Background: an optimization exercise with open tools, aiming at small area. Do not read the settings as production practice.
RTL that was checked went through simulation tests only; none was proved equivalent to the original.
No functional check of the RTL was part of runs 1 to 4.
No activity file was given, so power comes from the tool's default toggle rates.

File: flow/constraint.sdc
create_clock -name core_clock -period 7.2 [get_ports {cp2}]
set_input_delay 1.4400 -clock core_clock [delete_from_list [all_inputs] [get_ports {cp2}]]
set_output_delay 1.4400 -clock core_clock [all_outputs]
set_load 0.01 [all_outputs]
File: flow/config.mk
export PLATFORM = sky130hd
export DESIGN_NAME = AluREG
export DESIGN_NICKNAME = AluREG
export VERILOG_FILES = /design/flow/design.v
export SDC_FILE = /design/flow/constraint.sdc
export NUM_CORES = 4
export LEC_CHECK = 0
export CAP_MARGIN = 20
export CORE_MARGIN = 2
export CORE_UTILIZATION = 40
export SETUP_SLACK_MARGIN = 0.3
export SLEW_MARGIN = 20
File: flow/run.sh
#!/bin/bash
# synth_recipe.tcl (not shown) runs the flow's synth.tcl, then flattens the netlist and writes it again
# the make line also repeats each setting of config.mk as NAME=value (left out here)
make -C /OpenROAD-flow-scripts/flow DESIGN_CONFIG=/design/flow/config.mk WORK_HOME=/design/flow/orfs CLKGATE_MAP_FILE= SYNTH_SCRIPT=/design/flow/synth_recipe.tcl finish
File: flow/design.v
`timescale 1 ns / 1 ns
module alu_avr (
   input  wire [7:0] alu_data_r_in,
   input  wire [7:0] alu_data_d_in,
   input  wire       alu_c_flag_in,
   input  wire       alu_z_flag_in,
   input  wire       idc_add,
   input  wire       idc_adc,
   input  wire       idc_adiw,
   input  wire       idc_sub,
   input  wire       idc_subi,
   input  wire       idc_sbc,
   input  wire       idc_sbci,
   input  wire       idc_sbiw,
   input  wire       adiw_st,
   input  wire       sbiw_st,
   input  wire       idc_and,
   input  wire       idc_andi,
   input  wire       idc_or,
   input  wire       idc_ori,
   input  wire       idc_eor,
   input  wire       idc_com,
   input  wire       idc_neg,
   input  wire       idc_inc,
   input  wire       idc_dec,
   input  wire       idc_cp,
   input  wire       idc_cpc,
   input  wire       idc_cpi,
   input  wire       idc_cpse,
   input  wire       idc_lsr,
   input  wire       idc_ror,
   input  wire       idc_asr,
   input  wire       idc_swap,
   output wire [7:0] alu_data_out,
   output wire       alu_c_flag_out,
   output wire       alu_z_flag_out,
   output wire       alu_n_flag_out,
   output wire       alu_v_flag_out,
   output wire       alu_s_flag_out,
   output wire       alu_h_flag_out
);
   wire [7:0] x = alu_data_d_in;
   wire [7:0] y = alu_data_r_in;
   wire op_hflag = idc_add | idc_adc | idc_sub | idc_subi | idc_sbc | idc_sbci |
                   idc_cp | idc_cpc | idc_cpi | idc_neg;
   wire op_vflag = idc_add | idc_adc | idc_sub | idc_subi | idc_sbc | idc_sbci |
                   adiw_st | sbiw_st | idc_cp | idc_cpi | idc_cpc |
                   idc_neg | idc_inc | idc_dec;
   wire op_cflag = idc_add | idc_adc | idc_adiw | adiw_st | idc_sub | idc_subi |
                   idc_sbc | idc_sbci | idc_sbiw | sbiw_st | idc_cp | idc_cpc |
                   idc_cpi | idc_neg;
   wire op_adder = op_cflag | idc_cpse | idc_inc | idc_dec | idc_com;
   wire op_sub   = idc_sub | idc_subi | idc_sbc | idc_sbci | idc_sbiw | sbiw_st |
                   idc_cp | idc_cpc | idc_cpi | idc_cpse | idc_neg | idc_com | idc_dec;
   wire op_cin   = idc_adc | adiw_st | idc_sbc | idc_sbci | sbiw_st | idc_cpc;
   wire op_zkeep = adiw_st | sbiw_st | idc_cpc | idc_sbc | idc_sbci;
   wire op_shift = idc_lsr | idc_ror | idc_asr;
   wire op_and   = idc_and | idc_andi;
   wire op_or    = idc_or | idc_ori;
   wire cin = (alu_c_flag_in & op_cin) | idc_inc | idc_dec | idc_com;
   wire [7:0] xs = x ^ {8{op_sub}};
   wire [7:0] gen = xs & y;
   wire [7:0] prp = xs | y;
   wire [7:0] c;
   assign c[0] = gen[0] | (prp[0] & cin);
   genvar k;
   generate
      for (k = 1; k < 8; k = k + 1) begin : cy
         assign c[k] = gen[k] | (prp[k] & c[k-1]);
      end
   endgenerate
   wire [7:0] sum = x ^ y ^ {c[6:0], cin};
   wire       v_add = (xs[7] ~^ y[7]) & (sum[7] ^ x[7]);
   wire [7:0] shr = {(idc_ror & alu_c_flag_in) | (idc_asr & x[7]), x[7:1]};
   wire [7:0] res = (sum & {8{op_adder}}) |
                    ((x & y) & {8{op_and}}) |
                    ((x | y) & {8{op_or}}) |
                    ((x ^ y) & {8{idc_eor}}) |
                    (shr & {8{op_shift}}) |
                    ({x[3:0], x[7:4]} & {8{idc_swap}});
   wire zero = ~(|res);
   assign alu_data_out   = res;
   assign alu_n_flag_out = res[7];
   assign alu_z_flag_out = zero & (~op_zkeep | alu_z_flag_in);
   assign alu_h_flag_out = c[3] & op_hflag;
   assign alu_c_flag_out = (c[7] & op_cflag) | (x[0] & op_shift) | idc_com;
   assign alu_v_flag_out = (v_add & op_vflag) | ((res[7] ^ x[0]) & op_shift);
   assign alu_s_flag_out = alu_n_flag_out ^ alu_v_flag_out;
endmodule  
`timescale 1 ns / 1 ns
module reg_file (
   input  wire       cp2,
   input  wire       cp2en,
   input  wire       ireset,
   input  wire [7:0] reg_rd_in,
   input  wire [4:0] reg_rd_adr,
   input  wire       reg_rd_wr,
   input  wire       rd_en,
   output reg  [7:0] reg_rd_out,
   input  wire [4:0] reg_rr_adr,
   input  wire       rr_en,
   output reg  [7:0] reg_rr_out
);
   reg  [255:0] gprf;
   wire [31:0]  rd_dec, rr_dec;
   wire         wr = cp2en & reg_rd_wr;
   genvar g;
   generate
      for (g = 0; g < 32; g = g + 1) begin : gpr
         assign rd_dec[g] = (reg_rd_adr == g);
         assign rr_dec[g] = rr_en & (reg_rr_adr == g);
         always @(posedge cp2 or negedge ireset)
            if (!ireset)
               gprf[g*8 +: 8] <= 8'h00;
            else if (wr & rd_dec[g])
               gprf[g*8 +: 8] <= reg_rd_in;
      end
   endgenerate
   always @(*) begin : rd_mux
      integer i;
      reg_rd_out = 8'h00;
      reg_rr_out = 8'h00;
      for (i = 0; i < 32; i = i + 1) begin
         reg_rd_out = reg_rd_out | (gprf[i*8 +: 8] & {8{rd_en & rd_dec[i]}});
         reg_rr_out = reg_rr_out | (gprf[i*8 +: 8] & {8{rr_dec[i]}});
      end
   end
endmodule  
`timescale 1 ns / 1 ns
module io_reg_file (
   input  wire       cp2,
   input  wire       cp2en,
   input  wire       ireset,
   input  wire [7:0] sreg_fl_in,
   input  wire [7:0] sreg_fl_wr_en,
   output reg  [7:0] sreg_out
);
   genvar g;
   generate
      for (g = 0; g < 8; g = g + 1) begin : fl
         always @(posedge cp2 or negedge ireset)
            if (!ireset)
               sreg_out[g] <= 1'b0;
            else if (cp2en && sreg_fl_wr_en[g])
               sreg_out[g] <= sreg_fl_in[g];
      end
   endgenerate
endmodule  
`timescale 1 ns / 1 ns
module AluREG (
   input  wire       cp2,
   input  wire       cp2en,
   input  wire       ireset,
   input  wire [4:0] reg_rd_adr,
   input  wire [4:0] reg_rr_adr,
   input  wire       reg_rd_wr,
   input  wire [7:0] sreg_fl_wr_en,
   input  wire       idc_add,
   input  wire       idc_adc,
   input  wire       idc_adiw,
   input  wire       idc_sub,
   input  wire       idc_subi,
   input  wire       idc_sbc,
   input  wire       idc_sbci,
   input  wire       idc_sbiw,
   input  wire       adiw_st,
   input  wire       sbiw_st,
   input  wire       idc_and,
   input  wire       idc_andi,
   input  wire       idc_or,
   input  wire       idc_ori,
   input  wire       idc_eor,
   input  wire       idc_com,
   input  wire       idc_neg,
   input  wire       idc_inc,
   input  wire       idc_dec,
   input  wire       idc_cp,
   input  wire       idc_cpc,
   input  wire       idc_cpi,
   input  wire       idc_cpse,
   input  wire       idc_lsr,
   input  wire       idc_ror,
   input  wire       idc_asr,
   input  wire       idc_swap,
   input  wire       mc,
   input  wire       mz,
   output wire [7:0] alu_data_out,
   output wire [7:0] sreg_out
);
   wire [7:0] reg_rd_out;
   wire [7:0] reg_rr_out;
   wire       alu_c_flag_out;
   wire       alu_z_flag_out;
   wire       alu_n_flag_out;
   wire       alu_v_flag_out;
   wire       alu_s_flag_out;
   wire       alu_h_flag_out;
   wire       neg_com = idc_neg | idc_com;
   wire       rd_en   = ~neg_com;
   wire       rr_en   = ~(idc_inc | idc_dec);
   wire [4:0] rr_adr  = neg_com ? reg_rd_adr : reg_rr_adr;
   reg_file GPRF_Inst (
      .cp2        (cp2),
      .cp2en      (cp2en),
      .ireset     (ireset),
      .reg_rd_in  (alu_data_out),
      .reg_rd_adr (reg_rd_adr),
      .reg_rd_wr  (reg_rd_wr),
      .rd_en      (rd_en),
      .reg_rd_out (reg_rd_out),
      .reg_rr_adr (rr_adr),
      .rr_en      (rr_en),
      .reg_rr_out (reg_rr_out));
   io_reg_file IORegs_Inst (
      .cp2           (cp2),
      .cp2en         (cp2en),
      .ireset        (ireset),
      .sreg_fl_in    ({mz, mc, alu_h_flag_out, alu_s_flag_out, alu_v_flag_out,
                       alu_n_flag_out, alu_z_flag_out, alu_c_flag_out}),
      .sreg_fl_wr_en (sreg_fl_wr_en),
      .sreg_out      (sreg_out));
   alu_avr ALU_Inst (
      .alu_data_r_in  (reg_rr_out),
      .alu_data_d_in  (reg_rd_out),
      .alu_c_flag_in  (sreg_out[0]),
      .alu_z_flag_in  (sreg_out[1]),
      .idc_add        (idc_add),
      .idc_adc        (idc_adc),
      .idc_adiw       (idc_adiw),
      .idc_sub        (idc_sub),
      .idc_subi       (idc_subi),
      .idc_sbc        (idc_sbc),
      .idc_sbci       (idc_sbci),
      .idc_sbiw       (idc_sbiw),
      .adiw_st        (adiw_st),
      .sbiw_st        (sbiw_st),
      .idc_and        (idc_and),
      .idc_andi       (idc_andi),
      .idc_or         (idc_or),
      .idc_ori        (idc_ori),
      .idc_eor        (idc_eor),
      .idc_com        (idc_com),
      .idc_neg        (idc_neg),
      .idc_inc        (idc_inc),
      .idc_dec        (idc_dec),
      .idc_cp         (idc_cp),
      .idc_cpc        (idc_cpc),
      .idc_cpi        (idc_cpi),
      .idc_cpse       (idc_cpse),
      .idc_lsr        (idc_lsr),
      .idc_ror        (idc_ror),
      .idc_asr        (idc_asr),
      .idc_swap       (idc_swap),
      .alu_data_out   (alu_data_out),
      .alu_c_flag_out (alu_c_flag_out),
      .alu_z_flag_out (alu_z_flag_out),
      .alu_n_flag_out (alu_n_flag_out),
      .alu_v_flag_out (alu_v_flag_out),
      .alu_s_flag_out (alu_s_flag_out),
      .alu_h_flag_out (alu_h_flag_out));
endmodule  
==> results of run 1 <==
cell usage after synthesis, types with 25 or more instances:
cell type	instances
sky130_fd_sc_hd__nor2_1	281
sky130_fd_sc_hd__dfrtp_1	264
sky130_fd_sc_hd__a21oi_1	220
sky130_fd_sc_hd__a22oi_1	104
sky130_fd_sc_hd__nand2_1	96
sky130_fd_sc_hd__clkbuf_1	80
sky130_fd_sc_hd__o21ai_0	54
sky130_fd_sc_hd__mux2_2	53
sky130_fd_sc_hd__nand3_1	39
sky130_fd_sc_hd__inv_1	30
sky130_fd_sc_hd__nand4_1	28
sky130_fd_sc_hd__nor3_1	28
sky130_fd_sc_hd__buf_2	25
registers in the layout (all words and copies together) (netlist names):
register and flops:
IORegs_Inst.sreg_out 8, GPRF_Inst.gprf 256
layer usage:
layer	global-route usage (%)	routed length, um	vias to the layer above	share of wire, %
li1	-	-	6969	-
met1	57.84	34030	8027	44
met2	59.58	33050	985	43
met3	8.664	8000	171	10
met4	11.06	2671	0	3.4
met5	0	0	-	0
placed cells by master, fill, tap and decap left out, types with 9 or more instances in the layout:
| cell | n |
|---|---|
| sky130_fd_sc_hd__nor4_1 | 10 |
| sky130_fd_sc_hd__clkbuf_16 | 30 |
| sky130_fd_sc_hd__a32oi_1 | 10 |
| sky130_fd_sc_hd__buf_6 | 9 |
| sky130_fd_sc_hd__o22ai_1 | 18 |
| sky130_fd_sc_hd__a21oi_1 | 217 |
| sky130_fd_sc_hd__a222oi_1 | 16 |
| sky130_fd_sc_hd__mux2i_1 | 24 |
| sky130_fd_sc_hd__buf_4 | 352 |
| sky130_fd_sc_hd__nand4_1 | 28 |
| sky130_fd_sc_hd__and3_1 | 17 |
| sky130_fd_sc_hd__a22o_1 | 23 |
| sky130_fd_sc_hd__a22oi_1 | 101 |
| sky130_fd_sc_hd__a31oi_1 | 14 |
| sky130_fd_sc_hd__ha_1 | 18 |
| sky130_fd_sc_hd__buf_12 | 22 |
| sky130_fd_sc_hd__nor3_1 | 20 |
| sky130_fd_sc_hd__nand3_1 | 36 |
| sky130_fd_sc_hd__xnor2_1 | 11 |
| sky130_fd_sc_hd__mux2_2 | 53 |
| sky130_fd_sc_hd__clkdlybuf4s50_1 | 45 |
| sky130_fd_sc_hd__a221oi_1 | 13 |
| sky130_fd_sc_hd__o21ai_0 | 53 |
| sky130_fd_sc_hd__dfrtp_1 | 264 |
| sky130_fd_sc_hd__nor2_1 | 275 |
| sky130_fd_sc_hd__inv_1 | 29 |
| sky130_fd_sc_hd__nand2_1 | 96 |
critical path, delay by kind of cell:
kind,cells,cell delay (ns)
AOI/OAI and AO/OA,8,1.82
and+or+nand+nor,3,1.21
buffers and inverters,7,0.94
xor gates and xnor gates,1,0.19
area by class of cell:
| class | instances | area [um2] |
|---|---|---|
| clock buffer | 42 | 835.8 |
| clock inverter | 13 | 123.9 |
| fill | 3502 | 17010 |
| inverter | 32 | 125.1 |
| multi-input combinational | 1258 | 8312 |
| sequential | 264 | 6606 |
| tap | 511 | 639.4 |
| timing repair buffer | 447 | 3834 |
how the worst max path moves through the flow:
stage | end | slack [ns] | from | cells past startpoint
final | alu_data_out[6] | 0.14 | reg_rd_adr[0] | 19
after global routing | alu_data_out[6] | -0.002 | idc_neg | 21
after CTS | alu_data_out[6] | 0.17 | idc_com | 21
after detailed placement | alu_data_out[7] | -1.17 | idc_com | 22
after global placement | alu_data_out[7] | -1.09 | idc_com | 22
after floorplan | alu_data_out[7] | 0.32 | reg_rd_adr[2] | 20
cells by family (layout without fill, tap and decap cells):
logic type                 Yosys count  in the layout  share of synthesized area [%]
xor gates and xnor gates            16             16                         0.9249
adders and majority gates           21             21                          1.693
DFF                                264            264                          43.60
and+or+nand+nor                    576            576                          17.84
muxes                               84             84                          6.565
buffers and inverters              160            534                          4.691
AOI/OAI and AO/OA                  561            561                          24.68
power groups by stage:
stage | Combinational (mW) | Sequential, mW | Clock, mW
final | 1.34 | 2.25 | 1.49
after global routing | 1.45 | 2.27 | 1.57
after floorplan | 0.731 | 2.01 | 0
after detailed placement | 1.26 | 2.24 | 0
after CTS | 1.29 | 2.22 | 1.51
after global placement | 1.24 | 2.24 | 0
timing repair:
action	CTS	global route
resized for setup	102	39
setup endpoints to repair	8	6
setup buffers	11	7
pin swaps	19	22
cloned	1	0
==> results.txt, run 1 <==
Global routing:
- The leftover overflow at the end of global routing is 0.
- Entering global routing, the biggest net connects 161 pins.
- The first-pass GRT wire length is approximately 110000 um.
- The number of antenna violations at the first check in global routing came to 0.
- The total routing usage reported by global routing is ~40%.
- The number of global-route vias before repair is around 16000.

Logic synthesis:
- The area fraction of the dominant cell type after synthesis is between 40% and 50%.
- After synthesis the netlist holds a flip-flop and latch count of ~260.
- Yosys attributes the largest share of cell area to sky130_fd_sc_hd__dfrtp_1 44%, sky130_fd_sc_hd__a21oi_1 7.3%, sky130_fd_sc_hd__nor2_1 7.0%.
- The count of cell types in the netlist is slightly below 90.
- The biggest area contributor in the post-synthesis netlist is sky130_fd_sc_hd__dfrtp_1.
- Sequential cells were found to cover between 40% and 50% of the synthesized design area.
- The post-synthesis instance area is around 15000 um2.
- The flip-flop cell with the highest count after synthesis is sky130_fd_sc_hd__dfrtp_1.
- Counting flops with a built-in enable in the synthesized netlist gives 0.
- Yosys printed 2 warnings.
- The cell count after synthesis is roughly 1700.
- A synthesized cell averages roughly 9 um2.
- The share of synthesized registers carrying an async set or reset is between 90% and 100%.

Final layout:
- The end-of-flow core utilization is a little over half.
- The layout net count is 2102.
- The ratio of cells with drive above 1 in the final layout is between 20% and 30%.
- The number of antenna diodes in the final layout is 0.
- The post-layout instance count excluding filler cells is 2567.
- The final standard cell area without fillers is 20480 um2.
- The synthesis-to-layout area growth is 35.15%.

Drt:
- In the routed layout, each cell is associated on average with a via count of approximately 6.3.
- For this block, the via count after detailed routing is between 15000 and 20000.
- After detailed routing, the average wire length per cell comes to around 30 um.
- The first-pass detailed-route iteration total is 8.
- The detail route stage leaves a number of antenna-violating nets equal to 0.
- In the routed design, unresolved DRC markers number 0.
- The detailed router finished its first iteration with approximately 2100 violations.
- The sum of routed wire length over all layers is ~78000 um.

Timing:
- The worst path in the final design needs a cycle of just over 7 ns, including I/O delays and setup.
- The achievable frequency is approximately 0.14 GHz.
- The setup TNS is 0 ns.
- The transition time of the tightest slew-check pin is 1.071 ns.
- The count of final hold-check violations is 0.
- Setup repair after global routing could not meet its margin everywhere.
- The relative slew slack is approximately 29%.
- Final hold analysis gives a worst-case slack of approximately 0.5 ns.
- Clock skew on the completed layout was measured at around 0.011 ns.
- In the finished design, the share of the clock period the worst path needs comes to a little over nine tenths.
- Once routing completed, OpenROAD measured the worst setup slack at 0.1402 ns.
- The number of setup violations in the final report is 0.
- The final max-slew violation count was 0.

Place:
- Once placement finished, the instance area stood at 18920 um2.
- Input and output buffers added on the ports amount to between 60 and 70.
- Before CTS, the worst setup slack after placement is -1.173 ns.
- The placed instance count is between 2000 and 2500.
- The congestion estimate from routability-driven global placement came to just over 1.
- The estimated wirelength of the detail-placed design is between 60000 and 70000 um.

Clock tree:
- The clock input transition at the sequential cells of the worst setup and hold paths is 0.06 ns.
- At the later pin of the worst-skew pair, clock insertion delay measures slightly below 0.6 ns.
- The deepest level of the CTS H-tree is 1.
- TritonCTS created 30 clock buffers.
- The TritonCTS clock tree is done.
- The maximum buffer depth of the clock tree is 3.
- The clock drives approximately 260 sinks.
- The library cell used as clock root buffer is sky130_fd_sc_hd__clkbuf_16.
- In this run, post-CTS hold repair placed 0 buffers.

Power and ir drop:
- In this run, the combinational gates consume a little over a quarter of the power.
- The total power is 5.078 mW.
- The net switching share of the total power is between 30% and 40%.
- The power density relative to cell area is around 250 nW/um2.
- The cell leakage power is slightly below 9 nW.
- The clock share of power is 29.4%.
- The power share of the sequential group is between 40 and 50%.
- VDD sags by at most 257.3 uV.
- For this design the total switching power over the nets is ~1.8 mW.
- The internal portion of the total power is 3.233 mW.

Setup path:
- At the worst endpoint, the required time is 5.76 ns.
- The terminus of the critical flop-to-flop path is IORegs_Inst.sreg_out[1].
- The reg2reg setup slack is 2.11 ns.
- In this design, the critical path's most frequently occurring cell is sky130_fd_sc_hd__buf_4.
- The worst setup path is launched from an input port.
- The startpoint identified for the worst register-to-register timing path is GPRF_Inst.gprf[72].
- The critical-path maximum fanout is 10.
- Traced cell by cell, the critical path runs through buf_6 -> buf_4 -> nor3_1 -> and2_1 -> a32o_1 -> o21ai_1 -> o211ai_1 -> buf_4 -> inv_1 -> a211o_1 -> a31oi_4 -> o221ai_4 -> o211ai_1 -> buf_4 -> nand4_1 -> xor2_2 -> a221oi_4 -> inv_1 -> buf_2.
- The worst register-to-register path has a depth of 18.
- The largest single stage delay on the critical path is 0.55 ns.
- The worst setup path is captured at an output pin.
- The library cell contributing the largest single delay on the critical path is sky130_fd_sc_hd__and2_1.
- Data arrives at the worst endpoint at between 5 and 6 ns.
- The critical path class is in2out.

Floorplanning:
- 67 I/O pins were placed.
- The floorplan step defined a die boundary enclosing around 39000 um2.
- The region available for standard cell placement spans about 37000 um2.
- The die is 198.6 um wide.
- The die outline height is 198.6 um.
- The floorplan has 71 rows.
- Once the floorplan was initialized, standard cells occupied about two fifths of the core.

Min path:
- The worst hold path cell count is 2.
- In this run the most critical hold path is launched from IORegs_Inst.sreg_out[5].
- The tightest min-delay check is of the reg2reg type.
- The path with the worst hold slack has its endpoint at IORegs_Inst.sreg_out[5].

Job:
- The tool flagged a number of max-cap violations equal to 0.

Status:
- The flow ran to the end and the layout has no timing, DRC or antenna violations.
==> run 2: changes to the inputs <==
--- a/flow/config.mk
+++ b/flow/config.mk
@@ -7,6 +7,8 @@
 export LEC_CHECK = 0
 export CAP_MARGIN = 20
 export CORE_MARGIN = 2
-export CORE_UTILIZATION = 40
-export SETUP_SLACK_MARGIN = 0.3
+export CORE_UTILIZATION = 60
+export CTS_BUF_LIST = sky130_fd_sc_hd__clkbuf_4
+export GPL_TIMING_DRIVEN = 0
+export SETUP_SLACK_MARGIN = 0
 export SLEW_MARGIN = 20
==> run 2 against run 1 <==
The run now fails in 5_1_grt. Synthesized area unchanged. Synthesized cell count unchanged.
==> results.txt, run 2 <==
Logic synthesis:
- The flip-flop cell with the highest count after synthesis is sky130_fd_sc_hd__dfrtp_1.
- The number of synthesized flops with an enable pin is 0.
- The area fraction of the dominant cell type after synthesis is between 40% and 50%.
- By area the synthesized netlist is led by sky130_fd_sc_hd__dfrtp_1 44%, sky130_fd_sc_hd__a21oi_1 7.3%, sky130_fd_sc_hd__nor2_1 7.0%.
- In the post-synthesis netlist, the cell with the most instances is sky130_fd_sc_hd__nor2_1.
- During synthesis, Yosys emitted a total of 2 warnings.
- After synthesis, the most frequently instantiated cells are 281 x sky130_fd_sc_hd__nor2_1, 264 x sky130_fd_sc_hd__dfrtp_1, 220 x sky130_fd_sc_hd__a21oi_1.
- The cell count after synthesis is 1682.
- The number of different library cells used by synthesis comes to 88.
- The flip-flop and latch count after synthesis is 264.
- Counting flops with an async set or reset pin after synthesis yields a share of 100.0%.
- Each instance of the synthesized netlist takes up on average between 9 and 10 um2.
- The post-synthesis cell type with the largest combined area is sky130_fd_sc_hd__dfrtp_1.
- The sequential element share of the synthesized area is 43.60%.
- The post-synthesis instance area is 15150 um2.

Status:
- The flow did not finish.
- The tool reported: "[ERROR GRT-0232] Routing congestion too high. Check the congestion heatmap in the GUI".
- The last flow stage reached is 5_1_grt.

Clock tree:
- The count of hold-fix buffers inserted at cts is 0.
- The CTS sink count is roughly 260.
- The library cell used as clock root buffer is sky130_fd_sc_hd__clkbuf_4.
- The TritonCTS buffer count is 69.
- The maximum buffer depth of the clock tree is 3.
- The deepest level of the CTS H-tree is 3.

Global routing:
- Entering global routing, the biggest net connects 109 pins.
- The leftover overflow at the end of global routing is 31.
- The total routing usage reported by global routing is 71.63%.

Floorplanning:
- The initial core utilization is between 60% and 70%.
- The floorplan step set the die width to approximately 160 um.
- Measured along the y axis, the die boundary spans 162.9 um.
- The floorplan has 58 rows.
- The number of top-level pins is 67.

Place:
- Port buffering added a little over 60 buffers.
- The estimated wirelength of the detail-placed design is 55590 um.
- The placed instance count is between 2000 and 2500.
- The global placement routability congestion is 1.175.
- The worst-case setup slack after placement is -2.153 ns.

Timing:
- The endpoint with the least setup slack after the last global-route repair is alu_data_out[6].
- After the last repair the worst path ends at an output port.
-- run 2: cell counts after synthesis --
No cell type changed its count.
-- run 2: worst max-delay path by stage --
stage	start	end	slack, ns	cells after the start
2_1_floorplan	reg_rd_adr[0]	alu_data_out[7]	0.18	19
3_3_place_gp	ireset	GPRF_Inst.gprf[61]	-5.82	1
3_5_place_dp	reg_rd_adr[0]	alu_data_out[7]	-2.15	21
4_1_cts	reg_rd_adr[0]	alu_data_out[4]	0.008	17
-- run 2: repair_timing --
action,4_1_cts
pin swaps,54
setup endpoints to repair,8
resized for setup,278
setup buffers,101
gates cloned,2
-- run 2: power groups by stage --
stage / registers [mW] / clock network, mW / logic (mW)
after CTS: 2.23 / 1.33 / 1.31
after detailed placement: 2.26 / 0 / 1.12
after global placement: 2.25 / 0 / 1.07
after floorplan: 2.01 / 0 / 0.731
-- run 2: metrics by stage --
step           TNS (ns)  hold WS, ns  util, %  area (um2)  power [mW]
2_1_floorplan         0       0.4586        -       15150       2.743
3_3_place_gp   -1699.86       0.4679    64.79       16170       3.323
3_5_place_dp     -48.41       0.5000    65.36       16320       3.380
4_1_cts               0       0.5156    75.76       18910       4.882
-- run 2: cell families after synthesis --
group | Yosys count | share of synthesized area [%]
XOR/XNOR | 16 | 0.9249
adder cells (fa/ha/maj) | 21 | 1.693
buffers and inverters | 160 | 4.691
flip-flops | 264 | 43.60
AO/OA/AOI/OAI | 561 | 24.68
AND/OR/NAND/NOR | 576 | 17.84
multiplexers | 84 | 6.565
-- run 2: metal layers --
layer / overflow / GRT usage [%]
met5: 0 / 33.14
met4: 16 / 62.79
met3: 1 / 56.51
met2: 14 / 88.00
met1: 0 / 74.46
==> run 3: changes to the inputs <==
--- a/flow/design.v
+++ b/flow/design.v
@@ -41,6 +41,8 @@
 );
    wire [7:0] x = alu_data_d_in;
    wire [7:0] y = alu_data_r_in;
+   wire op_subr  = idc_sub | idc_subi | idc_sbc | idc_sbci | idc_sbiw | sbiw_st |
+                   idc_cp | idc_cpc | idc_cpi | idc_cpse;
    wire op_hflag = idc_add | idc_adc | idc_sub | idc_subi | idc_sbc | idc_sbci |
                    idc_cp | idc_cpc | idc_cpi | idc_neg;
    wire op_vflag = idc_add | idc_adc | idc_sub | idc_subi | idc_sbc | idc_sbci |
@@ -50,40 +52,42 @@
                    idc_sbc | idc_sbci | idc_sbiw | sbiw_st | idc_cp | idc_cpc |
                    idc_cpi | idc_neg;
    wire op_adder = op_cflag | idc_cpse | idc_inc | idc_dec | idc_com;
-   wire op_sub   = idc_sub | idc_subi | idc_sbc | idc_sbci | idc_sbiw | sbiw_st |
-                   idc_cp | idc_cpc | idc_cpi | idc_cpse | idc_neg | idc_com | idc_dec;
    wire op_cin   = idc_adc | adiw_st | idc_sbc | idc_sbci | sbiw_st | idc_cpc;
    wire op_zkeep = adiw_st | sbiw_st | idc_cpc | idc_sbc | idc_sbci;
    wire op_shift = idc_lsr | idc_ror | idc_asr;
    wire op_and   = idc_and | idc_andi;
    wire op_or    = idc_or | idc_ori;
-   wire cin = (alu_c_flag_in & op_cin) | idc_inc | idc_dec | idc_com;
-   wire [7:0] xs = x ^ {8{op_sub}};
-   wire [7:0] gen = xs & y;
-   wire [7:0] prp = xs | y;
-   wire [7:0] c;
-   assign c[0] = gen[0] | (prp[0] & cin);
+   wire inv_a  = idc_neg | idc_com;             
+   wire inv_b  = op_subr | idc_dec;             
+   wire borrow = op_subr | idc_neg;             
+   wire ci     = ((alu_c_flag_in & op_cin) ^ op_subr) | idc_neg | idc_inc;
+   wire [7:0] a   = x ^ {8{inv_a}};
+   wire [7:0] b   = y ^ {8{inv_b}};
+   wire [7:0] gen = a & b;
+   wire [7:0] prp = a ^ b;
+   wire [7:0] c;                                 
+   assign c[0] = gen[0] | (prp[0] & ci);
    genvar k;
    generate
       for (k = 1; k < 8; k = k + 1) begin : cy
          assign c[k] = gen[k] | (prp[k] & c[k-1]);
       end
    endgenerate
-   wire [7:0] sum = x ^ y ^ {c[6:0], cin};
-   wire       v_add = (xs[7] ~^ y[7]) & (sum[7] ^ x[7]);
+   wire [7:0] sum = prp ^ {c[6:0], ci};
+   wire       v_add = (a[7] ~^ b[7]) & (sum[7] ^ a[7]);
    wire [7:0] shr = {(idc_ror & alu_c_flag_in) | (idc_asr & x[7]), x[7:1]};
    wire [7:0] res = (sum & {8{op_adder}}) |
-                    ((x & y) & {8{op_and}}) |
-                    ((x | y) & {8{op_or}}) |
-                    ((x ^ y) & {8{idc_eor}}) |
+                    (gen & {8{op_and}}) |
+                    ((gen | prp) & {8{op_or}}) |
+                    (prp & {8{idc_eor}}) |
                     (shr & {8{op_shift}}) |
                     ({x[3:0], x[7:4]} & {8{idc_swap}});
    wire zero = ~(|res);
    assign alu_data_out   = res;
    assign alu_n_flag_out = res[7];
    assign alu_z_flag_out = zero & (~op_zkeep | alu_z_flag_in);
-   assign alu_h_flag_out = c[3] & op_hflag;
-   assign alu_c_flag_out = (c[7] & op_cflag) | (x[0] & op_shift) | idc_com;
+   assign alu_h_flag_out = (c[3] ^ borrow) & op_hflag;
+   assign alu_c_flag_out = ((c[7] ^ borrow) & op_cflag) | (x[0] & op_shift) | idc_com;
    assign alu_v_flag_out = (v_add & op_vflag) | ((res[7] ^ x[0]) & op_shift);
    assign alu_s_flag_out = alu_n_flag_out ^ alu_v_flag_out;
 endmodule  
@@ -95,35 +99,68 @@
    input  wire [7:0] reg_rd_in,
    input  wire [4:0] reg_rd_adr,
    input  wire       reg_rd_wr,
-   input  wire       rd_en,
-   output reg  [7:0] reg_rd_out,
+   output wire [7:0] reg_rd_out,
    input  wire [4:0] reg_rr_adr,
    input  wire       rr_en,
-   output reg  [7:0] reg_rr_out
+   output wire [7:0] reg_rr_out
 );
    reg  [255:0] gprf;
-   wire [31:0]  rd_dec, rr_dec;
-   wire         wr = cp2en & reg_rd_wr;
+   reg  [31:0]  valid;
+   wire [31:0]  we, rd_sel, rr_sel;
+   rf_dec     wr_dec (.adr(reg_rd_adr), .en(cp2en & reg_rd_wr), .sel(we));
+   rf_dec_vld rd_dec (.adr(reg_rd_adr), .en(1'b1),  .vld(valid), .sel(rd_sel));
+   rf_dec_vld rr_dec (.adr(reg_rr_adr), .en(rr_en), .vld(valid), .sel(rr_sel));
+   rf_rd_mux  rd_mux (.data(gprf), .sel(rd_sel), .q(reg_rd_out));
+   rf_rd_mux  rr_mux (.data(gprf), .sel(rr_sel), .q(reg_rr_out));
    genvar g;
    generate
       for (g = 0; g < 32; g = g + 1) begin : gpr
-         assign rd_dec[g] = (reg_rd_adr == g);
-         assign rr_dec[g] = rr_en & (reg_rr_adr == g);
          always @(posedge cp2 or negedge ireset)
             if (!ireset)
-               gprf[g*8 +: 8] <= 8'h00;
-            else if (wr & rd_dec[g])
+               valid[g] <= 1'b0;
+            else if (we[g])
+               valid[g] <= 1'b1;
+         always @(posedge cp2)
+            if (we[g])
                gprf[g*8 +: 8] <= reg_rd_in;
       end
    endgenerate
-   always @(*) begin : rd_mux
+endmodule  
+module rf_dec (
+   input  wire [4:0]  adr,
+   input  wire        en,
+   output wire [31:0] sel
+);
+   genvar g;
+   generate
+      for (g = 0; g < 32; g = g + 1) begin : d
+         assign sel[g] = en & (adr == g);
+      end
+   endgenerate
+endmodule  
+module rf_dec_vld (
+   input  wire [4:0]  adr,
+   input  wire        en,
+   input  wire [31:0] vld,
+   output wire [31:0] sel
+);
+   genvar g;
+   generate
+      for (g = 0; g < 32; g = g + 1) begin : d
+         assign sel[g] = en & vld[g] & (adr == g);
+      end
+   endgenerate
+endmodule  
+module rf_rd_mux (
+   input  wire [255:0] data,
+   input  wire [31:0]  sel,
+   output reg  [7:0]   q
+);
+   always @(*) begin : ao
       integer i;
-      reg_rd_out = 8'h00;
-      reg_rr_out = 8'h00;
-      for (i = 0; i < 32; i = i + 1) begin
-         reg_rd_out = reg_rd_out | (gprf[i*8 +: 8] & {8{rd_en & rd_dec[i]}});
-         reg_rr_out = reg_rr_out | (gprf[i*8 +: 8] & {8{rr_dec[i]}});
-      end
+      q = 8'h00;
+      for (i = 0; i < 32; i = i + 1)
+         q = q | (data[i*8 +: 8] & {8{sel[i]}});
    end
 endmodule  
 `timescale 1 ns / 1 ns
@@ -195,10 +232,7 @@
    wire       alu_v_flag_out;
    wire       alu_s_flag_out;
    wire       alu_h_flag_out;
-   wire       neg_com = idc_neg | idc_com;
-   wire       rd_en   = ~neg_com;
-   wire       rr_en   = ~(idc_inc | idc_dec);
-   wire [4:0] rr_adr  = neg_com ? reg_rd_adr : reg_rr_adr;
+   wire       rr_en = ~(idc_neg | idc_com | idc_inc | idc_dec);
    reg_file GPRF_Inst (
       .cp2        (cp2),
       .cp2en      (cp2en),
@@ -206,9 +240,8 @@
       .reg_rd_in  (alu_data_out),
       .reg_rd_adr (reg_rd_adr),
       .reg_rd_wr  (reg_rd_wr),
-      .rd_en      (rd_en),
       .reg_rd_out (reg_rd_out),
-      .reg_rr_adr (rr_adr),
+      .reg_rr_adr (reg_rr_adr),
       .rr_en      (rr_en),
       .reg_rr_out (reg_rr_out));
    io_reg_file IORegs_Inst (
--- a/flow/config.mk
+++ b/flow/config.mk
@@ -7,8 +7,8 @@
 export LEC_CHECK = 0
 export CAP_MARGIN = 20
 export CORE_MARGIN = 2
-export CORE_UTILIZATION = 60
+export CORE_UTILIZATION = 50
 export CTS_BUF_LIST = sky130_fd_sc_hd__clkbuf_4
-export GPL_TIMING_DRIVEN = 0
 export SETUP_SLACK_MARGIN = 0
 export SLEW_MARGIN = 20
+export SYNTH_HIERARCHICAL = 1
==> run 3 against run 2 <==
Now fails the layout checks on negative setup slack. Synthesized cell count decreased by 40%. Synthesized area shrank 8.4%.
==> results.txt, run 3 <==
Setup path:
- The required time at the endpoint of the critical path is between 5 and 6 ns.
- The element type at the critical path end is an output pin.
- The critical path class is in2out.
- The cell that appears most often on the critical path is sky130_fd_sc_hd__fa_2.
- Walking the worst path, the cells encountered are clkdlybuf4s15_2 -> nor2_1 -> buf_4 -> and3_1 -> a22oi_2 -> nand4_1 -> or4_4 -> xnor2_4 -> inv_2 -> fa_2 -> fa_2 -> fa_2 -> fa_2 -> fa_2 -> fa_2 -> fa_2 -> inv_2 -> fa_1 -> inv_1 -> o21ba_4 -> inv_4 -> buf_6.
- STA classifies the critical path startpoint as an input port.
- Along the worst path, the maximum fanout reaches 5.
- The critical path data arrival time is ~6.8 ns.
- The slowest stage of the critical path belongs to the cell sky130_fd_sc_hd__or4_4.
- In this design, the stage delay of the slowest critical-path cell is 0.60 ns.

Timing:
- The achievable frequency is roughly 0.12 GHz.
- The worst path in the final design needs a cycle of 8.237 ns, including I/O delays and setup.
- Across all setup checks in the final design, the least slack found is -1.037 ns.
- The count of final hold-check violations was 0.
- Setup repair after global routing could not meet its margin everywhere.
- The clock skew after layout is a little over 0.05 ns.
- The setup TNS is -2.779 ns.
- In the finished design, the share of the clock period the worst path needs comes to 114.4%.
- The final max-slew violation count is 0.
- The number of setup violations in the final report is 5.
- The worst hold margin is 0.4750 ns.
- For the pin with the worst max-slew slack, the measured transition is about 1.1 ns.
- The relative slew slack is a little over a quarter.

Clock tree:
- The deepest level of the CTS H-tree is 3.
- The tree is rooted in a sky130_fd_sc_hd__clkbuf_4.
- The maximum buffer depth of the clock tree is 3.
- The CTS sink count is 296.
- TritonCTS built the clock tree.
- The TritonCTS buffer count is 77.
- Hold repair after CTS inserted 0 buffers.
- Clock-pin slew was measured on the worst setup and hold paths at approximately 0.070 ns.
- At the later pin of the worst-skew pair, clock insertion delay measures 0.74 ns.

Drt:
- The number of DRC markers in iteration 0 is about 1300.
- The DRC violation count after routing is 0.
- The average wire length per cell after detail routing is 27.43 um.
- The post-route antenna net violation count is 0.
- The first detailed-routing pass took 6 iterations.
- Using the TritonRoute via totals, the vias-per-cell ratio works out to approximately 6.4.
- The routed design has roughly 47000 um of wire.
- The via total after detailed routing is 11020.

Final layout:
- The register with the most flip-flops in the layout has approximately 260 of them.
- The layout net count is roughly 1400.
- Fill cells in the final layout number 2087.
- The post-route netlist has between 30 and 40% of its cells at a drive strength greater than 1.
- The register bank with the most flops is GPRF_Inst.gprf.
- The largest registers in the layout are GPRF_Inst.gprf x256, GPRF_Inst.valid x32, IORegs_Inst.sreg_out x8.
- Compared with the post-synthesis result, the final layout area differs by 26.37%.
- In the layout the commonest cells are 256 x sky130_fd_sc_hd__edfxtp_1, 240 x sky130_fd_sc_hd__a22oi_1, 185 x sky130_fd_sc_hd__buf_4, 111 x sky130_fd_sc_hd__clkbuf_4, 66 x sky130_fd_sc_hd__nand4_1.
- Leaving out fill and tap cells, the most frequent cell in the layout is sky130_fd_sc_hd__edfxtp_1.

Global routing:
- Summed over all layers, the global routing overflow is 0.
- For this run, the total global-route usage over all layers was measured as ~33%.
- The number of global-route vias before repair was roughly 11000.
- The pin count of the biggest net entering global routing is 41.
- The first-pass GRT wire length is a little under 70000 um.
- The number of antenna violations at the first check in global routing is 5.

Logic synthesis:
- By count the netlist is led by 260 x sky130_fd_sc_hd__a22oi_1, 256 x sky130_fd_sc_hd__edfxtp_1, 66 x sky130_fd_sc_hd__nand4_1.
- The post-synthesis instance area is ~14000 um2.
- The arithmetic-cell share of the synthesized area counting full adders, half adders and majority gates is approximately 2.6%.
- The flip-flop cell with the highest count after synthesis is sky130_fd_sc_hd__edfxtp_1.
- For this run, asynchronously set or reset flops after synthesis account for between 10 and 15%.
- The most used standard cell by instance count after synthesis is sky130_fd_sc_hd__a22oi_1.
- In this run, synthesis produced a sequential element count of slightly below 300.
- Synthesis instantiated 55 different standard cells from the library.
- The largest total area in the synthesized netlist belongs to sky130_fd_sc_hd__edfxtp_1.
- By area the synthesized netlist is led by sky130_fd_sc_hd__edfxtp_1 55%, sky130_fd_sc_hd__a22oi_1 14%, sky130_fd_sc_hd__dfrtp_1 7.2%.
- Summing the areas of all compound-gate instances in the mapped netlist gives approximately 16% of the synthesized area.
- Synthesis produced a netlist whose cell count is just over 1000.
- The synthesized netlist devotes under 10% of its cell area to XOR and XNOR gates.
- The portion of netlist area occupied by mux cells is less than 1%.
- The synthesized area per cell is 13.68 um2.
- After synthesis, the largest family of logic cells by area is compound AO/OA/AOI/OAI gates.
- The Yosys step of the flow raised 9 warnings.
- The number of synthesized flops with an enable pin is roughly 260.
- Of the post-synthesis cell area, the dominant cell type holds between 50 and 60%.
- The simple-gate share of the synthesized area is between 10% and 20%.
- The sequential element share of the synthesized area is between 60% and 70%.

Floorplanning:
- The overall die width is between 150 and 200 um.
- The initial core utilization is about half.
- The die outline height is about 170 um.
- The floorplan has 60 rows.
- The number of top-level pins is 67.
- The core region is 27100 um2.
- The die area is 29110 um2.

Power and ir drop:
- The power density relative to cell area is approximately 210 nW/um2.
- The cell leakage power is 6.985 nW.
- The largest vdd supply drop is 147.7 uV.

Status:
- The flow ran to the end, but the layout failed its checks.
- A clean result was blocked by negative setup slack.

Place:
- Detailed placement ended at an HPWL of ~34000 um.
- The number of buffers added on ports is 66.
- The global placement routability congestion is ~0.93.

Job:
- The max-cap check violation count is 0.

Min path:
- The type of the most critical hold path is reg2reg.
==> run 3: changes by cell type after synthesis, sizes merged, moves of 37 or more <==
cell    previous run  this run
a21oi            220         1
nand3             39         2
nand2             96        11
edfxtp             0       256
clkbuf            80        22
o21ai             57        10
dfrtp            264        40
a22oi            104       262
nand4             29        66
mux2              53         8
and3              18        64
nor2             283        41
==> run 3: worst paths after layout <==
path | startpoint | end | slack (ns) | cells past startpoint
min | GPRF_Inst.valid[28] | GPRF_Inst.valid[28] | 0.48 | 1
max in group asynchronous | ireset | GPRF_Inst.valid[3] | 5.97 | 1
max | reg_rd_adr[1] | alu_data_out[7] | -1.04 | 22
min in group asynchronous | ireset | IORegs_Inst.sreg_out[6] | 0.74 | 1
min reg2reg | GPRF_Inst.valid[28] | GPRF_Inst.valid[28] | 0.48 | 1
max reg2reg | GPRF_Inst.valid[2] | IORegs_Inst.sreg_out[1] | 0.81 | 22
==> run 3: logic make-up after synthesis <==
logic type	after synthesis
AOI/OAI and AO/OA	293
xor gates and xnor gates	21
adders and majority gates	24
buffers and inverters	92
DFF	296
muxes	9
other	1
and+or+nand+nor	279
==> run 3: worst max-delay path, delay by kind of cell <==
family / cells / cell delay [ns]
AO/OA/AOI/OAI: 2 / 0.36
XOR/XNOR: 1 / 0.17
buffers and inverters: 7 / 0.79
AND/OR/NAND/NOR: 4 / 1.07
adder cells (fa/ha/maj): 8 / 2.96
==> run 3: through the flow <==
| step | util (%) | setup WS (ns) | cells | cell area, um2 | total power, mW |
|---|---|---|---|---|---|
| 5_1_grt | 64.73 | -1.213 | 1722 | 17540 | 3.791 |
| 6_report | 64.73 | -1.037 | 1722 | 17540 | 3.666 |
| 3_3_place_gp | 59.49 | -1.981 | 1560 | 16120 | 2.187 |
| 3_5_place_dp | 59.50 | -1.968 | 1560 | 16120 | 2.190 |
| 2_1_floorplan | - | -0.6716 | 1022 | 14080 | 2.050 |
| 4_1_cts | 64.50 | -1.100 | 1719 | 17480 | 3.679 |
==> run 3: final cells by class <==
class	instances	area (um2)	area share [%]
Antenna cell	2	5.005	0.02853
Clock buffer	111	833.3	4.750
Clock inverter	32	178.9	1.020
Inverter	19	73.82	0.4208
Multi-Input combinational cell	634	5139	29.29
Sequential cell	296	8688	49.53
Tap cell	372	465.4	2.653
Timing Repair Buffer	256	2160	12.31
==> run 3: report_power, final <==
part | switching [mW] | internal (mW) | total (mW)
logic | 0.120 | 0.121 | 0.242
registers | 0.0367 | 1.90 | 1.93
clock network | 0.731 | 0.760 | 1.49
==> run 3: what timing repair did <==
action | in CTS | in global routing
gates cloned | 2 | 0
setup buffers | 14 | 2
endpoints found under the setup margin | 10 | 8
resized for setup | 143 | 10
pin swaps | 42 | 21
==> run 3: Yosys stat by module (local to each module, per instance) <==
module / flops+latches / cells inside / times used
rf_dec_vld: 0 / 44 / 2
AluREG: 0 / 1 / 1
rf_rd_mux: 0 / 200 / 2
io_reg_file: 8 / 25 / 1
rf_dec: 0 / 47 / 1
reg_file: 288 / 322 / 1
alu_avr: 0 / 132 / 1
==> run 3: per-layer routing <==
layer	up-vias	routed length (um)	track usage [%]	share of wire, %
li1	4750	-	-	-
met1	5469	18870	43.60	40
met2	662	21260	50.80	45
met3	134	4666	8.374	9.9
met4	6	2399	15.79	5.1
met5	-	39	0	0.083
==> run 4: changes to the inputs <==
--- a/flow/config.mk
+++ b/flow/config.mk
@@ -7,8 +7,7 @@
 export LEC_CHECK = 0
 export CAP_MARGIN = 20
 export CORE_MARGIN = 2
-export CORE_UTILIZATION = 50
-export CTS_BUF_LIST = sky130_fd_sc_hd__clkbuf_4
-export SETUP_SLACK_MARGIN = 0
+export CORE_UTILIZATION = 40
+export SETUP_SLACK_MARGIN = 0.3
 export SLEW_MARGIN = 20
 export SYNTH_HIERARCHICAL = 1
==> run 4 against run 3 <==
Still fails the layout checks on negative setup slack. Hold slack improved by 0.0047 ns. Core utilization fell by 13 points. Clock skew shrank 0.023 ns. Sequential share of layout area is 1.1 points lower. Wire length is 1.1% higher. Non-clock buffer count increased by 19. First-iteration DRC count grew 11%. Highest routed layer unchanged. Final cell count grew 0.81%. Sequential power barely moved. Total power rose by 5.6%.
==> results.txt, run 4 <==
Status:
- The flow ran to the end, but the layout failed its checks.
- The violated checks flagged are negative setup slack.

Logic synthesis:
- The share of synthesized registers carrying an async set or reset is between 10% and 20%.
- The synthesized area per cell is between 10 and 15 um2.
- In the post-synthesis netlist, the cell with the most instances is sky130_fd_sc_hd__a22oi_1.
- After synthesis, the largest area contributor takes up a little under three fifths of total cell area.
- The synthesized design contains about 260 enable-type register cells.
- The flip-flop and latch count after synthesis is between 200 and 300.
- The cell count after synthesis is about 1000.
- For this run, the leading register cell type out of synthesis is sky130_fd_sc_hd__edfxtp_1.
- Summing the sequential cell areas from Yosys gives 62.59% of the chip area.
- Yosys attributes the largest share of cell area to sky130_fd_sc_hd__edfxtp_1 55%, sky130_fd_sc_hd__a22oi_1 14%, sky130_fd_sc_hd__dfrtp_1 7.2%.
- The total of warnings raised by yosys is 9.
- The count of cell types in the netlist is between 50 and 60.
- The synthesized netlist occupies a cell area of 13880 um2.
- Counting instances in the post-synthesis netlist gives the leading cell types as 260 x sky130_fd_sc_hd__a22oi_1, 256 x sky130_fd_sc_hd__edfxtp_1, 66 x sky130_fd_sc_hd__nand4_1.
- The post-synthesis cell type with the largest combined area is sky130_fd_sc_hd__edfxtp_1.

Power and ir drop:
- For this design the total switching power over the nets is approximately 0.84 mW.
- Per report_power, the combinational group accounts for roughly 6.6% of the total.
- The share of total power dissipated in the clock network is between 40% and 50%.
- Cell internal power was estimated by the tool at between 3 and 4 mW.
- The largest vdd supply drop is 184.6 uV.
- For this design the ratio of total power to cell area is ~220 nW/um2.
- In this run switching power makes up between 20% and 30% of total power.
- Per report_power, the sequential group accounts for between 40% and 50% of the total.
- For this design the static power due to leakage is between 7 and 8 nW.

Clock tree:
- The TritonCTS buffer count is 31.
- The maximum buffer depth of the clock tree is 3.
- For the worst-skew pair, the clock arrives at the later sink with an insertion delay of just under 0.6 ns.
- For this design, the CTS-stage hold fixing added 0 buffers.
- The deepest level of the CTS H-tree is 1.
- The tree built by TritonCTS fans out to roughly 300 sinks.
- The cell sitting at the root of the clock tree is a sky130_fd_sc_hd__clkbuf_16.
- The clock input transition at the sequential cells of the worst setup and hold paths is about 0.070 ns.
- TritonCTS built the clock tree.

Global routing:
- The first-pass GRT wire length is roughly 70000 um.
- Entering global routing, the biggest net connects 41 pins.
- Global routing consumed, over all layers together, about a quarter of the routing resources.
- The number of global-route vias before repair is approximately 11000.
- The total overflow left after global routing is 0.
- The number of antenna violations at the first check in global routing came to 1.

Setup path:
- Traced cell by cell, the critical path runs through buf_8 -> buf_6 -> buf_6 -> and4b_2 -> and3_4 -> a22oi_2 -> nand4_1 -> or4_4 -> xnor2_4 -> inv_2 -> fa_2 -> fa_2 -> fa_2 -> fa_2 -> fa_2 -> fa_2 -> fa_2 -> inv_2 -> fa_1 -> inv_1 -> o21ba_4 -> inv_4 -> buf_6.
- The library cell contributing the largest single delay on the critical path is sky130_fd_sc_hd__or4_4.
- The worst register-to-register path has a setup slack of roughly 0.58 ns.
- The most numerous cell type found on the critical path is sky130_fd_sc_hd__fa_2.
- The cell depth of the worst flop-to-flop path is 25.
- STA classifies the critical path endpoint as an output pin.
- The number of buffers and inverters on the critical path is 8.
- Data arrives at the worst endpoint at around 7 ns.
- The critical path class is in2out.
- The endpoint identified for the worst register-to-register timing path is IORegs_Inst.sreg_out[1].
- The first element of the critical path is reg_rd_adr[2].
- For this run, the slowest stage of the critical path takes about 0.60 ns.
- In this run the worst path has a maximum fanout of 5.
- The reg-to-reg startpoint is GPRF_Inst.valid[24].
- The critical path ends at alu_data_out[7].
- The critical path startpoint category is an input port.
- The required time at the endpoint of the critical path is approximately 5.8 ns.
- Counting buffers and inverters, the worst setup path is 23 cells deep.
- The cell family contributing the most delay on the critical path is adder cells.

Timing:
- At the pin with the least slew margin, the transition time is around 1.1 ns.
- The count of final hold-check violations is 0.
- Once routing completed, OpenROAD measured the worst setup slack at -1.077 ns.
- Counting I/O delays and the setup requirement, the final critical path takes slightly above 8 ns.
- The final max-slew violation count is 0.
- The worst pin sits at a relative slew slack of a little over a quarter.
- Setup repair after global routing could not meet its margin everywhere.
- Of the available clock period, the critical path in the final layout requires 115.0%.
- The number of setup violations in the final report is 4.
- The achievable frequency is approximately 0.12 GHz.
- The clock skew after layout is 0.02819 ns.

Place:
- Summed over all nets, the half-perimeter wirelength after detailed placement is about 34000 um.
- In this run the tool buffered the top-level ports with 66 buffer cells.
- At the end of routability-driven placement, the weighted congestion stood at 0.9181.
- At the placement stage, the worst setup path has a slack of -1.983 ns.

Final layout:
- The number of flip-flops under the largest register name is about 260.
- In the final layout, the registers with the most flip-flops are GPRF_Inst.gprf x256, GPRF_Inst.valid x32, IORegs_Inst.sreg_out x8.
- The number of inserted filler cells in the final layout is between 2000 and 3000.
- The library cell used most frequently in the layout, excluding fill and tap cells, is sky130_fd_sc_hd__edfxtp_1.
- The register bank with the most flops is GPRF_Inst.gprf.
- The ratio of cells with drive above 1 in the final layout is 30.91%.
- The layout net count is between 1000 and 1500.
- The synthesis-to-layout area growth is 29.30%.
- Measured on the finished design, the core utilization comes to between 50 and 60%.
- The antenna cell count is 0.
- In the layout the commonest cells are 256 x sky130_fd_sc_hd__edfxtp_1, 240 x sky130_fd_sc_hd__a22oi_1, 190 x sky130_fd_sc_hd__buf_4, 66 x sky130_fd_sc_hd__nand4_1, 45 x sky130_fd_sc_hd__clkdlybuf4s50_1.

Drt:
- Summing over every cut layer, the via total after detailed routing is roughly 11000.
- Using the TritonRoute via totals, the vias-per-cell ratio works out to 6.194.
- The average wire length per cell after detail routing is 27.50 um.
- For this run, design rule violations remaining after detail routing come to 0.
- The first detailed-routing pass ran for 5 iterations.
- The final layout contains routed wiring with a total length of about 48000 um.
- In this run the remaining antenna-violating nets after routing total 0.
- The number of DRC markers in iteration 0 is between 1000 and 1500.

Floorplanning:
- For this configuration, the core starts out at a cell density of roughly two fifths.
- The number of placement rows is about 70.
- The number of top-level pins is 67.
- The die outline height is approximately 190 um.
- The overall die width is 190.3 um.
- The placeable core region is roughly 34000 um2.
- The die area is 36210 um2.

Job:
- Across the run, the number of max-cap violations was 0.

Min path:
- The path class of the tightest hold or removal check is reg2reg.
- In this run the most critical hold path is launched from GPRF_Inst.valid[29].
-- run 4: kinds of logic (layout without fill, tap and decap cells) --
logic type / after synthesis / count (layout) / synth area share [%]
muxes: 9 / 9 / 0.9374
other: 1 / 8 / 0.02701
buffers and inverters: 92 / 351 / 3.641
AOI/OAI and AO/OA: 293 / 293 / 15.91
DFF: 296 / 296 / 62.59
and+or+nand+nor: 279 / 279 / 12.98
adders and majority gates: 24 / 24 / 2.596
xor gates and xnor gates: 21 / 21 / 1.325
-- run 4: per-module statistics from Yosys (local to each module, per instance) --
module / area, um2 / cells inside / times used / flops+latches
reg_file: 8698 / 322 / 1 / 288
rf_dec_vld: 314.1 / 44 / 2 / 0
io_reg_file: 361.6 / 25 / 1 / 8
alu_avr: 1107 / 132 / 1 / 0
rf_dec: 234.0 / 47 / 1 / 0
rf_rd_mux: 1420 / 200 / 2 / 0
AluREG: 12.51 / 1 / 1 / 0
-- run 4: power by group through the flow --
stage / Combinational (mW) / Clock (mW) / Sequential, mW
after CTS: 0.243 / 1.70 / 1.93
final: 0.254 / 1.69 / 1.93
after global placement: 0.224 / 0 / 1.96
after floorplan: 0.0977 / 0 / 1.95
after detailed placement: 0.229 / 0 / 1.96
after global routing: 0.271 / 1.76 / 1.94
-- run 4: how the worst min path moves through the flow --
| stage | endpoint | slack [ns] | cells after the start |
|---|---|---|---|
| global route | GPRF_Inst.valid[9] | 0.51 | 1 |
| CTS | GPRF_Inst.valid[29] | 0.48 | 1 |
| floorplan | GPRF_Inst.valid[0] | 0.44 | 1 |
| finish | GPRF_Inst.valid[29] | 0.48 | 1 |
| global placement | GPRF_Inst.valid[23] | 0.45 | 1 |
| detailed placement | GPRF_Inst.valid[20] | 0.46 | 1 |
-- run 4: final cells by class --
class                   instances  area, um2  share of cell area, %
clock inverters                21      266.5                  1.485
multi-input cells             634       5214                  29.05
clock buffers                  36      794.5                  4.426
well taps                     455      569.3                  3.172
inverters                      19      73.82                 0.4113
flip-flops and latches        296       8688                  48.40
repair buffers                275       2344                  13.06
-- run 4: repair_timing --
| action | CTS | global route |
|---|---|---|
| resized for setup | 165 | 25 |
| gates cloned | 3 | 3 |
| setup endpoints to repair | 76 | 42 |
| buffers inserted | 14 | 7 |
| pin swaps | 51 | 20 |
-- run 4: through the flow --
step           TNS [ns]  power [mW]  area [um2]  std cells  hold slack [ns]
2_1_floorplan    -2.130       2.051       14090       1022           0.4393
4_1_cts          -2.842       3.871       17730       1726           0.4773
5_1_grt          -3.200       3.968       17950       1736           0.5069
6_report         -2.580       3.871       17950       1736           0.4798
3_5_place_dp     -42.62       2.191       16270       1652           0.4595
3_3_place_gp     -38.44       2.185       16270       1652           0.4535
-- run 4: per-layer routing --
metal  part of all wire, %  global-route usage (%)  wire length (um)
met4                   4.1                   9.600              1946
met3                   9.2                   5.521              4404
met1                    41                   35.05             19540
met5                 0.027                       0                13
met2                    46                   42.06             21840
==> run 5: changes to the inputs <==
--- a/flow/design.v
+++ b/flow/design.v
@@ -65,14 +65,13 @@
    wire [7:0] b   = y ^ {8{inv_b}};
    wire [7:0] gen = a & b;
    wire [7:0] prp = a ^ b;
-   wire [7:0] c;                                 
-   assign c[0] = gen[0] | (prp[0] & ci);
-   genvar k;
-   generate
-      for (k = 1; k < 8; k = k + 1) begin : cy
-         assign c[k] = gen[k] | (prp[k] & c[k-1]);
-      end
-   endgenerate
+   wire [7:0] g0 = {gen[7:1], gen[0] | (prp[0] & ci)};
+   wire [7:0] p0 = prp;
+   wire [7:0] g1 = g0 | ({p0[7:1], 1'b0} & {g0[6:0], 1'b0});
+   wire [7:0] p1 = {p0[7:1] & p0[6:0], p0[0]};
+   wire [7:0] g2 = g1 | ({p1[7:2], 2'b0} & {g1[5:0], 2'b0});
+   wire [7:0] p2 = {p1[7:2] & p1[5:0], p1[1:0]};
+   wire [7:0] c  = g2 | ({p2[7:4], 4'b0} & {g2[3:0], 4'b0});
    wire [7:0] sum = prp ^ {c[6:0], ci};
    wire       v_add = (a[7] ~^ b[7]) & (sum[7] ^ a[7]);
    wire [7:0] shr = {(idc_ror & alu_c_flag_in) | (idc_asr & x[7]), x[7:1]};
==> run 5 against run 4 <==
The run now finishes clean. Worst setup slack improved by 1.5 ns. Sequential cell count is the same. First-iteration DRC count decreased by 27%. Largest cell class unchanged.
==> results.txt, run 5 <==
Drt:
- Summed over all layers, the routed wires come to 47950 um.
- The first-pass detailed-route iteration total is 8.
- The via total after detailed routing is 10790.
- The post-route antenna net violation count is 0.
- After detailed routing, the number of vias per cell comes to a little over 6.
- The average wire length per cell after detail routing is ~27 um.
- For this block, the initial DRC count from the detailed router was 1081.
- After detailed routing, the number of remaining DRC violations is 0.

Logic synthesis:
- The post-synthesis cell type with the largest combined area is sky130_fd_sc_hd__edfxtp_1.
- Summing the areas of all fa, ha and maj instances in the mapped netlist gives ~1.7% of the synthesized area.
- The most common cell in the synthesized netlist is sky130_fd_sc_hd__a22oi_1.
- Summing the areas of all and, or, nand and nor instances in the mapped netlist gives between 10% and 20% of the synthesized area.
- In this run the mean area of a mapped cell was 13.36 um2.
- The synthesized design contains 296 register bits.
- The portion of netlist area occupied by mux cells is about 1%.
- The total of warnings raised by yosys is 9.
- In this run, synthesis inferred roughly 260 flip-flops with an integrated enable.
- The xor-xnor portion of the synthesized cell area is roughly 1.5%.
- The top cell type by area accounts for between 50% and 60% of the synthesized area.
- The commonest cells after synthesis are 260 x sky130_fd_sc_hd__a22oi_1, 256 x sky130_fd_sc_hd__edfxtp_1, 65 x sky130_fd_sc_hd__nand4_1.
- The share of the synthesized area in compound gates (AO/OA/AOI/OAI) is 16.52%.
- The post-synthesis instance area is approximately 14000 um2.
- The share of synthesized registers carrying an async set or reset is 13.51%.
- Yosys attributes the largest share of cell area to sky130_fd_sc_hd__edfxtp_1 55%, sky130_fd_sc_hd__a22oi_1 14%, sky130_fd_sc_hd__dfrtp_1 7.2%.
- The cell count after synthesis is about 1000.
- The dominant combinational cell family by area after synthesis is compound AO/OA/AOI/OAI gates.
- The flip-flop cell with the highest count after synthesis is sky130_fd_sc_hd__edfxtp_1.
- The sequential element share of the synthesized area is a little over 60%.
- Counting distinct cell types in the post-synthesis netlist gives 62.

Power and ir drop:
- The net switching power figure is between 0.9 and 1 mW.
- Dividing total power by cell area gives a power density of 224.1 nW/um2.
- Summed over all cells, the static leakage comes to 6.525 nW.
- The worst-case IR drop observed on VDD is 166.3 uV.
- Combinational cells account for under 10% of the total power.
- The clock share of power is a little over two fifths.
- The internal power component is 3.189 mW.
- In this run, flip-flops and latches consume between 40% and 50% of the power.
- The net switching share of the total power is between 20% and 30%.

Timing:
- The clock skew after layout is between 0.015 and 0.02 ns.
- The count of final hold-check violations was 0.
- The transition time of the tightest slew-check pin is ~1.1 ns.
- The part of the cycle the worst path needs is between 90% and 100%.
- The setup TNS is 0 ns.
- The relative slew slack is a little over a quarter.
- The final max-slew violation count is 0.
- The worst hold margin is roughly 0.48 ns.
- The achievable frequency is around 0.15 GHz.
- Setup repair after global routing left no endpoint under its margin.
- The clock period could shrink to 6.803 ns.
- Setup violations remaining at the end of the flow were counted as 0.

Place:
- At the end of routability-driven placement, the weighted congestion stood at around 1.0.
- The number of buffers added on ports is 66.
- The estimated wirelength of the detail-placed design is roughly 35000 um.

Clock tree:
- TritonCTS created 35 clock buffers.
- Clock tree synthesis selected as its root buffer the cell sky130_fd_sc_hd__clkbuf_16.
- The TritonCTS clock tree is done.
- The count of hold-fix buffers inserted at cts is 0.
- The clock tree synthesis step divided the H-tree into 2 levels.
- Clock-pin slew was measured on the worst setup and hold paths at about 0.060 ns.
- The clock insertion delay at the later pin of the skew report is 0.53 ns.
- The CTS sink count is 296.
- The maximum buffer depth of the clock tree is 3.

Floorplanning:
- The die is 191.0 um wide.
- The initial core utilization is about 40%.
- After floorplanning, the core was sized to cover about 34000 um2.
- The die outline height is between 150 and 200 um.
- The number of top-level pins is 67.
- The number of placement rows is between 60 and 70.
- The die area is about 36000 um2.

Final layout:
- The antenna cell count is 0.
- For this run, the post-layout net count is about 1300.
- In the final layout, the share of cells above drive strength 1 is 32.36%.
- The library cell used most frequently in the layout, excluding fill and tap cells, is sky130_fd_sc_hd__edfxtp_1.
- The largest registers in the layout are GPRF_Inst.gprf x256, GPRF_Inst.valid x32, IORegs_Inst.sreg_out x8.
- The footprint of the flip-flops and latches is between 8000 and 9000 um2.
- After filler insertion, the fill cell instance count of the layout stands at about 2900.
- The number of flip-flops under the largest register name is 256.
- The synthesis-to-layout area growth is 30.76%.
- The library cells used most frequently in the layout, excluding fill and tap cells, are 256 x sky130_fd_sc_hd__edfxtp_1, 209 x sky130_fd_sc_hd__a22oi_1, 162 x sky130_fd_sc_hd__buf_4, 65 x sky130_fd_sc_hd__nand4_1, 53 x sky130_fd_sc_hd__a22oi_2.
- The area of the multi-input gates is about 5600 um2.
- The register with the most flip-flops in the final layout is GPRF_Inst.gprf.

Setup path:
- The critical path startpoint category is an input port.
- The element type at the critical path end is an output pin.
- The critical path class is in2out.
- For the worst setup path, the data arrival time is 5.36 ns.
- The required time at the endpoint of the critical path is between 5 and 6 ns.
- The critical-path maximum fanout is 7.
- Counting cells, the worst reg-to-reg path comes to 16.

Min path:
- The worst hold path cell count is 1.
- In this run the worst hold path is classified as reg2reg.

Global routing:
- The number of antenna violations at the first check in global routing is 1.
- Global routing used 26.56% of the available tracks.
- The first global-routing pass estimated 70890 um of wire.
- The number of global-route vias before repair is ~11000.
- Entering global routing, the biggest net connects 41 pins.
- Summed over all layers, the global routing overflow is 0.

Status:
- The run finished with no timing, DRC or antenna violations.

Job:
- Max-cap violations in this run came to 0.
-- run 5: Yosys stat by module (local to each module, per instance) --
module       area, um2  flops+latches  copies in the design
alu_avr           1211              0                     1
AluREG           12.51              0                     1
reg_file          8698            288                     1
rf_dec_vld       314.1              0                     2
io_reg_file      361.6              8                     1
rf_rd_mux         1420              0                     2
rf_dec           234.0              0                     1
-- run 5: per-stage QoR --
| step | setup slack (ns) | std cells | utilization, % | power [mW] | instance area, um2 |
|---|---|---|---|---|---|
| CTS | 0.3129 | 1750 | 52.45 | 4.111 | 18070 |
| global route | 0.3305 | 1750 | 53.07 | 4.223 | 18290 |
| floorplan | 0.5394 | 1054 | - | 2.110 | 14010 |
| global placement | -0.5414 | 1677 | 47.37 | 2.289 | 16320 |
| detailed placement | -0.5905 | 1677 | 47.37 | 2.293 | 16320 |
| finish | 0.3974 | 1750 | 53.07 | 4.099 | 18290 |
-- run 5: final timing paths --
path / slack (ns) / startpoint / end
worst max register to register: 2.41 / GPRF_Inst.valid[9] / IORegs_Inst.sreg_out[4]
worst max-delay path: 0.40 / reg_rd_adr[2] / alu_data_out[7]
max in group asynchronous: 5.72 / ireset / GPRF_Inst.valid[11]
worst min-delay path: 0.48 / GPRF_Inst.valid[3] / GPRF_Inst.valid[3]
worst min register to register: 0.48 / GPRF_Inst.valid[3] / GPRF_Inst.valid[3]
min in group asynchronous: 1.02 / ireset / IORegs_Inst.sreg_out[5]
-- run 5: kinds of logic after synthesis --
group,Yosys count
buf+inv,92
mux,10
flops,296
simple gates,299
xor+xnor,24
compound gates,307
other cells,1
fa+ha+maj,18
-- run 5: per-layer routing --
layer	global-route usage, %	part of all wire (%)
met5	0	0
met2	43.52	47
met3	4.388	6.8
met4	12.16	4.8
met1	34.58	41
-- run 5: area by class of cell --
class | instances | area share (%)
inverters | 19 | 0.4037
clock buffers | 53 | 5.720
well taps | 455 | 3.113
multi-input cells | 666 | 30.51
flip-flops and latches | 296 | 47.51
clock inverters | 8 | 0.6431
repair buffers | 253 | 12.10
-- run 5: what timing repair did --
item | 4_1_cts | 5_1_grt
pin swaps | 55 | 47
cloned | 3 | 0
buffers inserted | 9 | 0
endpoints found under the setup margin | 8 | 8
resized for setup | 145 | 82
-- run 5: worst max-delay path: stages --
cell                       delay, ns
sky130_fd_sc_hd__clkbuf_2       0.13
sky130_fd_sc_hd__buf_6          0.13
sky130_fd_sc_hd__and4bb_2       0.28
sky130_fd_sc_hd__and3_1         0.20
sky130_fd_sc_hd__buf_4          0.17
sky130_fd_sc_hd__a22oi_1        0.32
sky130_fd_sc_hd__nand4_1        0.31
sky130_fd_sc_hd__or4_4          0.57
sky130_fd_sc_hd__xnor2_1        0.16
sky130_fd_sc_hd__ha_1           0.21
sky130_fd_sc_hd__or2_1          0.24
sky130_fd_sc_hd__or4_4          0.43
sky130_fd_sc_hd__o32a_4         0.21
sky130_fd_sc_hd__a31oi_4        0.30
sky130_fd_sc_hd__inv_4          0.10
sky130_fd_sc_hd__buf_6          0.13
-- run 5: power groups by stage --
stage / combinational, mW / clock [mW] / sequential (mW)
after global routing: 0.388 / 1.89 / 1.94
after global placement: 0.317 / 0 / 1.97
final: 0.363 / 1.80 / 1.94
after floorplan: 0.148 / 0 / 1.96
after CTS: 0.350 / 1.82 / 1.94
after detailed placement: 0.322 / 0 / 1.97

==> static timing again, ports no longer ideal <==
Ports are ideal in the flow. The routed layouts listed here were re-timed in OpenROAD. Step 1: set_driving_cell puts a clkbuf_16 on cp2 and a buf_2 on each other input, an assumption about the parent block. Step 2 times the ports against the registers' clock, not the clock port: input delays grow and output delays shrink by t, the midpoint of the rising clock arrivals with the driver on. Three values: ideal, step 1, step 2; two values: the first two.
run | t, ns | slack for setup (ns) | worst hold slack (ns)
run 1 | 0.625 | 0.140 / 0.108 / 0.108 | 0.490 / 0.490 / 0.490
run 3 | 0.758 | -1.037 / -1.065 / -1.065 | 0.475 / 0.475 / 0.475
run 4 | 0.629 | -1.077 / -1.132 / -1.132 | 0.480 / 0.480 / 0.480
run 5 | 0.566 | 0.397 / 0.371 / 0.371 | 0.476 / 0.476 / 0.476
For run 4, which loses most, drivers alone change the setup slack by -0.055 ns; drivers and shift together by -0.055 ns.
